From an optimization exercise on the open Yosys and OpenROAD flow, aimed at small area, a short achievable clock period and few clock cycles; shortcuts taken in it are not production practice. At most, simulation tests tie the RTL to the original design; equivalence was not proved. No activity file was given, so power comes from the tool's default toggle rates.

==> inputs of fjord <==
==> flow/design.v <==
module ea_add(base, imm5, ea);
  input  [8:0] base;
  input  [4:0] imm5;
  output [8:0] ea;
  wire [5:0] lo = {1'b0, base[4:0]} + {1'b0, imm5};
  wire [3:0] hi = base[8:5];
  wire [3:0] hi_inc = hi + 4'd1;
  wire [3:0] hi_dec = hi - 4'd1;
  wire up = lo[5] & ~imm5[4];
  wire dn = ~lo[5] & imm5[4];
  assign ea = {up ? hi_inc : dn ? hi_dec : hi, lo[4:0]};
endmodule
module rsm_cpu(clk, reset, mem_rdata, mem_cmd, mem_addr, mem_wdata, halted);
  input clk, reset;
  input [15:0] mem_rdata;
  output [1:0] mem_cmd;
  output [8:0] mem_addr;
  output [15:0] mem_wdata;
  output halted;
  reg [15:0] R [0:7];       
  reg [8:0]  fpc;           
  reg        fv;            
  reg [8:0]  link;          
  reg        fZ, fL;        
  reg        halt_q;
  reg        w_ld;          
  reg [2:0]  ld_rd;
  reg [15:0] A_q;           
  reg [15:0] B_q;           
  reg [2:0]  e_wd;          
  reg [1:0]  e_sh;
  reg [7:0]  e_imm8;
  reg        e_we;          
  reg        e_ldr, e_str, e_cmp;
  reg        s_imm, s_mov, s_add, s_and, s_mvn, s_link;   
  reg        wA, wB;        
  wire        e_go = !w_ld;                
  reg  [15:0] B;                           
  always @(*)
    case (e_sh)
      2'b00: B = B_q;
      2'b01: B = {B_q[14:0], 1'b0};
      2'b10: B = {1'b0, B_q[15:1]};
      default: B = {B_q[0], B_q[15:1]};
    endcase
  wire [15:0] sum = A_q + B;
  wire [15:0] dlo = {1'b0, A_q[14:0]} + {1'b0, ~B[14:0]} + 16'd1;
  wire ca15 = sum[15] ^ A_q[15] ^ B[15];
  wire cs15 = dlo[15];
  wire [15:0] res  = ({16{s_imm}}  & {{8{e_imm8[7]}}, e_imm8}) |
                     ({16{s_mov}}  & B) |
                     ({16{s_add}}  & sum) |
                     ({16{s_and}}  & (A_q & B)) |
                     ({16{s_mvn}}  & ~B) |
                     ({16{s_link}} & {7'b0, link});
  wire nN = A_q[15] ^ ~B[15] ^ cs15;
  wire nZ = (A_q == B);
  wire nV = (A_q[15] == B[15]) ? (ca15 != A_q[15]) : (cs15 != A_q[15]);
  wire nL = nN ^ nV;
  wire [8:0] ea;
  ea_add u_ea(A_q[8:0], e_imm8[4:0], ea);
  wire e_mem = e_go & (e_ldr | e_str);
  assign mem_cmd   = halt_q ? 2'b00 : (e_go & e_str) ? 2'b01 : 2'b10;
  assign mem_addr  = e_mem ? ea : fpc;
  assign mem_wdata = B_q;
  assign halted    = halt_q;
  wire fetch = !halt_q & !e_mem;
  wire e_wr  = e_go & e_we;                
  wire [15:0] I = mem_rdata;
  wire [2:0]  opc = I[15:13];
  wire d_b    = (opc == 3'b001);
  wire d_bl   = (opc == 3'b010) &  I[12];    
  wire d_bx   = (opc == 3'b010) & ~I[12];
  wire d_halt = (opc == 3'b111);
  wire d_str  = (opc == 3'b100);
  wire d_ldr  = (opc == 3'b011);
  wire d_movi = (opc == 3'b110) &  I[12];
  wire d_movr = (opc == 3'b110) & ~I[12];
  wire d_alu  = (opc == 3'b101);            
  wire [2:0] rn = I[10:8];
  wire [2:0] rb = d_str ? I[7:5] : I[2:0];
  wire fA = e_wr & (e_wd == rn);
  wire fB = e_wr & (e_wd == rb);
  wire [15:0] Ain = ({16{w_ld}} & mem_rdata) | ({16{~w_ld & fA}} & res) |
                    ({16{~w_ld & ~fA}} & R[rn]);
  wire [15:0] Bin = ({16{w_ld}} & mem_rdata) | ({16{~w_ld & fB}} & res) |
                    ({16{~w_ld & ~fB}} & R[rb]);
  wire cmp_now = e_go & e_cmp;
  wire cL = cmp_now ? nL : fL;
  wire cZ = cmp_now ? nZ : fZ;
  reg cond;
  always @(*)
    case (I[10:8])
      3'b000: cond = 1'b1;
      3'b001: cond = cZ;
      3'b010: cond = ~cZ;
      3'b011: cond = cL;
      3'b100: cond = cL | cZ;
      default: cond = 1'b0;
    endcase
  wire taken = fv & ((d_b & cond) | d_bl | d_bx);
  wire [8:0] boff = fpc + {I[7], I[7:0]};
  wire [8:0] target = d_bx ? link : boff;
  always @(posedge clk) begin
    if (reset) begin
      fpc <= 9'd0;
      fv <= 1'b0;
      halt_q <= 1'b0;
      w_ld <= 1'b0;
      e_we <= 1'b0; e_ldr <= 1'b0; e_str <= 1'b0; e_cmp <= 1'b0;
    end else begin
      if (taken) fpc <= target;
      else if (fetch) fpc <= fpc + 9'd1;
      fv <= fetch & ~taken;
      if (fv & d_bl) link <= fpc;
      if (fv & d_halt) halt_q <= 1'b1;
      w_ld <= e_go & e_ldr;
      if (e_go & e_ldr) ld_rd <= e_wd;
      if (fv) begin
        e_wd   <= (d_movi | d_bl) ? I[10:8] : I[7:5];
        e_sh   <= I[4:3];
        e_imm8 <= I[7:0];
        e_we   <= d_movi | d_movr | (d_alu & (I[12:11] != 2'b01)) | d_bl;
        e_ldr  <= d_ldr;
        e_str  <= d_str;
        e_cmp  <= d_alu & (I[12:11] == 2'b01);
        s_imm  <= d_movi;
        s_mov  <= d_movr;
        s_add  <= d_alu & (I[12:11] == 2'b00);
        s_and  <= d_alu & (I[12:11] == 2'b10);
        s_mvn  <= d_alu & (I[12:11] == 2'b11);
        s_link <= d_bl;
      end else if (e_go) begin
        e_we <= 1'b0; e_ldr <= 1'b0; e_str <= 1'b0; e_cmp <= 1'b0;
      end
      if (cmp_now) begin fL <= nL; fZ <= nZ; end
    end
  end
  always @(posedge clk) begin
    if (fv | (w_ld & wA)) A_q <= Ain;
    if (fv | (w_ld & wB)) B_q <= Bin;
    if (fv) begin
      wA  <= e_go & e_ldr & (e_wd == rn);
      wB  <= e_go & e_ldr & (e_wd == rb);
    end
  end
  always @(posedge clk) begin
    if (w_ld) R[ld_rd] <= mem_rdata;
    else if (e_wr) R[e_wd] <= res;
  end
endmodule
==> flow/flow/run.sh <==
#!/bin/bash
# The standard layout, with the input and output port buffers made from
# plain buffers (sky130_fd_sc_hd__buf_1) instead of the delay cells
# buffer_ports picks by default. Every port is still buffered.
set -euo pipefail
cd "$(dirname "$0")/.."
export BUFFER_PORTS_ARGS="-buffer_cell sky130_fd_sc_hd__buf_1"
bash standard.sh > standard_flow.log 2>&1
==> flow/standard.sh <==
#!/bin/bash
# synth_recipe.tcl (not shown) runs the flow's synth.tcl, then flattens the netlist and writes it again
# the make line also repeats each setting of config.mk as NAME=value (left out here)
make -C /OpenROAD-flow-scripts/flow DESIGN_CONFIG=/design/flow/config.mk WORK_HOME=/design/flow/orfs CLKGATE_MAP_FILE= SYNTH_SCRIPT=/design/flow/synth_recipe.tcl "${@:-finish}"
==> flow/config.mk <==
export PLATFORM = sky130hd
export DESIGN_NAME = rsm_cpu
export DESIGN_NICKNAME = rsm_cpu
export VERILOG_FILES = /design/flow/design.v
export SDC_FILE = /design/flow/constraint.sdc
export NUM_CORES = 4
export LEC_CHECK = 0
export CAP_MARGIN = 20
export CORE_MARGIN = 2
export CORE_UTILIZATION = 40
export CTS_CLUSTER_DIAMETER = 100
export CTS_CLUSTER_SIZE = 30
export SETUP_SLACK_MARGIN = 4
export SLEW_MARGIN = 20
export TNS_END_PERCENT = 1
==> flow/constraint.sdc <==
create_clock -name core_clock -period 8.0 [get_ports {clk}]
set_input_delay 1.6000 -clock core_clock [delete_from_list [all_inputs] [get_ports {clk}]]
set_output_delay 1.6000 -clock core_clock [all_outputs]
set_load 0.01 [all_outputs]
==> inputs of amber, as changes to fjord <==
--- a/flow/design.v
+++ b/flow/design.v
@@ -2,13 +2,21 @@
   input  [8:0] base;
   input  [4:0] imm5;
   output [8:0] ea;
-  wire [5:0] lo = {1'b0, base[4:0]} + {1'b0, imm5};
+  wire [4:0] g = base[4:0] & imm5;
+  wire [4:0] p = base[4:0] ^ imm5;
+  wire c1 = g[0];
+  wire c2 = g[1] | (p[1] & g[0]);
+  wire g32 = g[3] | (p[3] & g[2]);
+  wire p32 = p[3] & p[2];
+  wire c3 = g[2] | (p[2] & c2);
+  wire c4 = g32 | (p32 & c2);
+  wire c5 = g[4] | (p[4] & g32) | (p[4] & p32 & c2);
+  wire [4:0] lo = p ^ {c4, c3, c2, c1, 1'b0};
   wire [3:0] hi = base[8:5];
-  wire [3:0] hi_inc = hi + 4'd1;
-  wire [3:0] hi_dec = hi - 4'd1;
-  wire up = lo[5] & ~imm5[4];
-  wire dn = ~lo[5] & imm5[4];
-  assign ea = {up ? hi_inc : dn ? hi_dec : hi, lo[4:0]};
+  wire s = imm5[4];
+  wire [3:0] hi_c1 = s ? hi : hi + 4'd1;        
+  wire [3:0] hi_c0 = s ? hi - 4'd1 : hi;        
+  assign ea = {c5 ? hi_c1 : hi_c0, lo};
 endmodule
 module rsm_cpu(clk, reset, mem_rdata, mem_cmd, mem_addr, mem_wdata, halted);
   input clk, reset;
@@ -21,7 +29,7 @@
   reg [8:0]  fpc;           
   reg        fv;            
   reg [8:0]  link;          
-  reg        fZ, fL;        
+  reg        fN, fV, fZ;    
   reg        halt_q;
   reg        w_ld;          
   reg [2:0]  ld_rd;
@@ -56,7 +64,6 @@
   wire nN = A_q[15] ^ ~B[15] ^ cs15;
   wire nZ = (A_q == B);
   wire nV = (A_q[15] == B[15]) ? (ca15 != A_q[15]) : (cs15 != A_q[15]);
-  wire nL = nN ^ nV;
   wire [8:0] ea;
   ea_add u_ea(A_q[8:0], e_imm8[4:0], ea);
   wire e_mem = e_go & (e_ldr | e_str);
@@ -80,25 +87,26 @@
   wire [2:0] rn = I[10:8];
   wire [2:0] rb = d_str ? I[7:5] : I[2:0];
   wire fA = e_wr & (e_wd == rn);
-  wire fB = e_wr & (e_wd == rb);
+  wire fB = e_wr & (d_str ? (e_wd == I[7:5]) : (e_wd == I[2:0]));
   wire [15:0] Ain = ({16{w_ld}} & mem_rdata) | ({16{~w_ld & fA}} & res) |
                     ({16{~w_ld & ~fA}} & R[rn]);
   wire [15:0] Bin = ({16{w_ld}} & mem_rdata) | ({16{~w_ld & fB}} & res) |
                     ({16{~w_ld & ~fB}} & R[rb]);
   wire cmp_now = e_go & e_cmp;
-  wire cL = cmp_now ? nL : fL;
-  wire cZ = cmp_now ? nZ : fZ;
-  reg cond;
-  always @(*)
-    case (I[10:8])
-      3'b000: cond = 1'b1;
-      3'b001: cond = cZ;
-      3'b010: cond = ~cZ;
-      3'b011: cond = cL;
-      3'b100: cond = cL | cZ;
-      default: cond = 1'b0;
+  function cnd(input [2:0] c, input n, input v, input z);
+    case (c)
+      3'b000: cnd = 1'b1;
+      3'b001: cnd = z;
+      3'b010: cnd = ~z;
+      3'b011: cnd = n ^ v;
+      3'b100: cnd = (n ^ v) | z;
+      default: cnd = 1'b0;
     endcase
-  wire taken = fv & ((d_b & cond) | d_bl | d_bx);
+  endfunction
+  wire cond_old = cnd(I[10:8], fN, fV, fZ);
+  wire cond_new = cnd(I[10:8], nN, nV, nZ);
+  wire taken = (fv & (d_bl | d_bx)) |
+               (fv & d_b & (cmp_now ? cond_new : cond_old));
   wire [8:0] boff = fpc + {I[7], I[7:0]};
   wire [8:0] target = d_bx ? link : boff;
   always @(posedge clk) begin
@@ -133,7 +141,7 @@
       end else if (e_go) begin
         e_we <= 1'b0; e_ldr <= 1'b0; e_str <= 1'b0; e_cmp <= 1'b0;
       end
-      if (cmp_now) begin fL <= nL; fZ <= nZ; end
+      if (cmp_now) begin fN <= nN; fV <= nV; fZ <= nZ; end
     end
   end
   always @(posedge clk) begin
CORE_UTILIZATION = 50   (was 40)
==> inputs of garnet, as changes to fjord <==
--- a/flow/design.v
+++ b/flow/design.v
@@ -21,7 +21,7 @@
   reg [8:0]  fpc;           
   reg        fv;            
   reg [8:0]  link;          
-  reg        fZ, fL;        
+  reg        fN, fV, fZ;    
   reg        halt_q;
   reg        w_ld;          
   reg [2:0]  ld_rd;
@@ -56,7 +56,6 @@
   wire nN = A_q[15] ^ ~B[15] ^ cs15;
   wire nZ = (A_q == B);
   wire nV = (A_q[15] == B[15]) ? (ca15 != A_q[15]) : (cs15 != A_q[15]);
-  wire nL = nN ^ nV;
   wire [8:0] ea;
   ea_add u_ea(A_q[8:0], e_imm8[4:0], ea);
   wire e_mem = e_go & (e_ldr | e_str);
@@ -86,7 +85,8 @@
   wire [15:0] Bin = ({16{w_ld}} & mem_rdata) | ({16{~w_ld & fB}} & res) |
                     ({16{~w_ld & ~fB}} & R[rb]);
   wire cmp_now = e_go & e_cmp;
-  wire cL = cmp_now ? nL : fL;
+  wire cN = cmp_now ? nN : fN;
+  wire cV = cmp_now ? nV : fV;
   wire cZ = cmp_now ? nZ : fZ;
   reg cond;
   always @(*)
@@ -94,8 +94,8 @@
       3'b000: cond = 1'b1;
       3'b001: cond = cZ;
       3'b010: cond = ~cZ;
-      3'b011: cond = cL;
-      3'b100: cond = cL | cZ;
+      3'b011: cond = cN ^ cV;
+      3'b100: cond = (cN ^ cV) | cZ;
       default: cond = 1'b0;
     endcase
   wire taken = fv & ((d_b & cond) | d_bl | d_bx);
@@ -133,7 +133,7 @@
       end else if (e_go) begin
         e_we <= 1'b0; e_ldr <= 1'b0; e_str <= 1'b0; e_cmp <= 1'b0;
       end
-      if (cmp_now) begin fL <= nL; fZ <= nZ; end
+      if (cmp_now) begin fN <= nN; fV <= nV; fZ <= nZ; end
     end
   end
   always @(posedge clk) begin
==> flow/run.sh (new file) <==
#!/bin/bash
# synth_recipe.tcl (not shown) runs the flow's synth.tcl, then flattens the netlist and writes it again
# the make line also repeats each setting of config.mk as NAME=value (left out here)
make -C /OpenROAD-flow-scripts/flow DESIGN_CONFIG=/design/flow/config.mk WORK_HOME=/design/flow/orfs CLKGATE_MAP_FILE= SYNTH_SCRIPT=/design/flow/synth_recipe.tcl finish
CTS_BUF_LIST = sky130_fd_sc_hd__clkbuf_8   (was unset)
CTS_CLUSTER_DIAMETER = unset   (was 100)
CTS_CLUSTER_SIZE = unset   (was 30)
GPL_TIMING_DRIVEN = 1   (was unset)
TNS_END_PERCENT = 5   (was 1)
removed: flow/flow/run.sh
removed: flow/standard.sh
==> summary.txt <==
| metric | amber | garnet | fjord |
|---|---|---|---|
| Pin count of the biggest net entering global routing | 65 | 66 | 66 |
| Crit path top cell by count | - | sky130_fd_sc_hd__a21oi_2 | sky130_fd_sc_hd__a21o_1 |
| Global-route wire length before repair | 52100 um | 55800 um | 53600 um |
| Pre-CTS setup slack | 2.39 ns | 2.07 ns | 2.63 ns |
| Multi-input combinational area share | 0.447 | 0.428 | 0.440 |
| Syn nets | 1222 | 1253 | 1230 |
| Seq cells post-synth | 210 | 210 | 209 |
| Post-CTS setup buffer count | 9 | 8 | 11 |
| Worst vdd ir | 170 uV | 99.3 uV | 170 uV |
| DRT met1 WL | 15000 um | 15400 um | 15700 um |
| Fraction of met1 tracks used by global routing | 0.361 | 0.290 | 0.295 |
| Hpwl dp | 23300 um | 24100 um | 24200 um |
| Internal portion of total power | 1.71 mW | 2.02 mW | 1.77 mW |
| Run status | finished clean | finished clean | finished clean |
| Total clock network power | 612 uW | 982 uW | 735 uW |
| Post-layout utilization of the core | 0.553 | 0.461 | 0.445 |
Testbench counts of amber, summed over its fixed seeds: cycles 76,740.
Testbench counts of garnet, summed over its fixed seeds: cycles 76,740.
Function not checked in fjord: the RTL went through the layout flow alone.

==> re-timing with driven ports <==
No port has a modelled driver above. Below, the same layouts with a new extraction and two added sets of constraints. Step 1, drivers: a clkbuf_16 drives clk and a buf_2 each remaining input, both assumed. Step 2 also shifts input and output timing later by t, the mid clock arrival at the registers, as if the neighbouring blocks saw the same clock. Slacks: ideal / step 1 / step 2; pairs: ideal / step 1.
| run | t, ns | setup WS [ns] | worst register clock-pin slew, ns | worst data-port slew with drivers (ns) | cell pins on the clock port's net |
|---|---|---|---|---|---|
| fjord | 0.526 | 3.724 / 3.674 / 3.259 | 0.12 / 0.12 | 0.03 | 1 |
| amber | 0.518 | 3.698 / 3.650 / 3.305 | 0.12 / 0.12 | 0.04 | 1 |
| garnet | 0.576 | 3.686 / 3.638 / 3.416 | 0.06 / 0.06 | 0.04 | 1 |
After both steps every run listed still meets setup and hold. The setup slack of fjord, which loses most, moves by -0.050 ns with the drivers and by -0.465 ns with both steps.
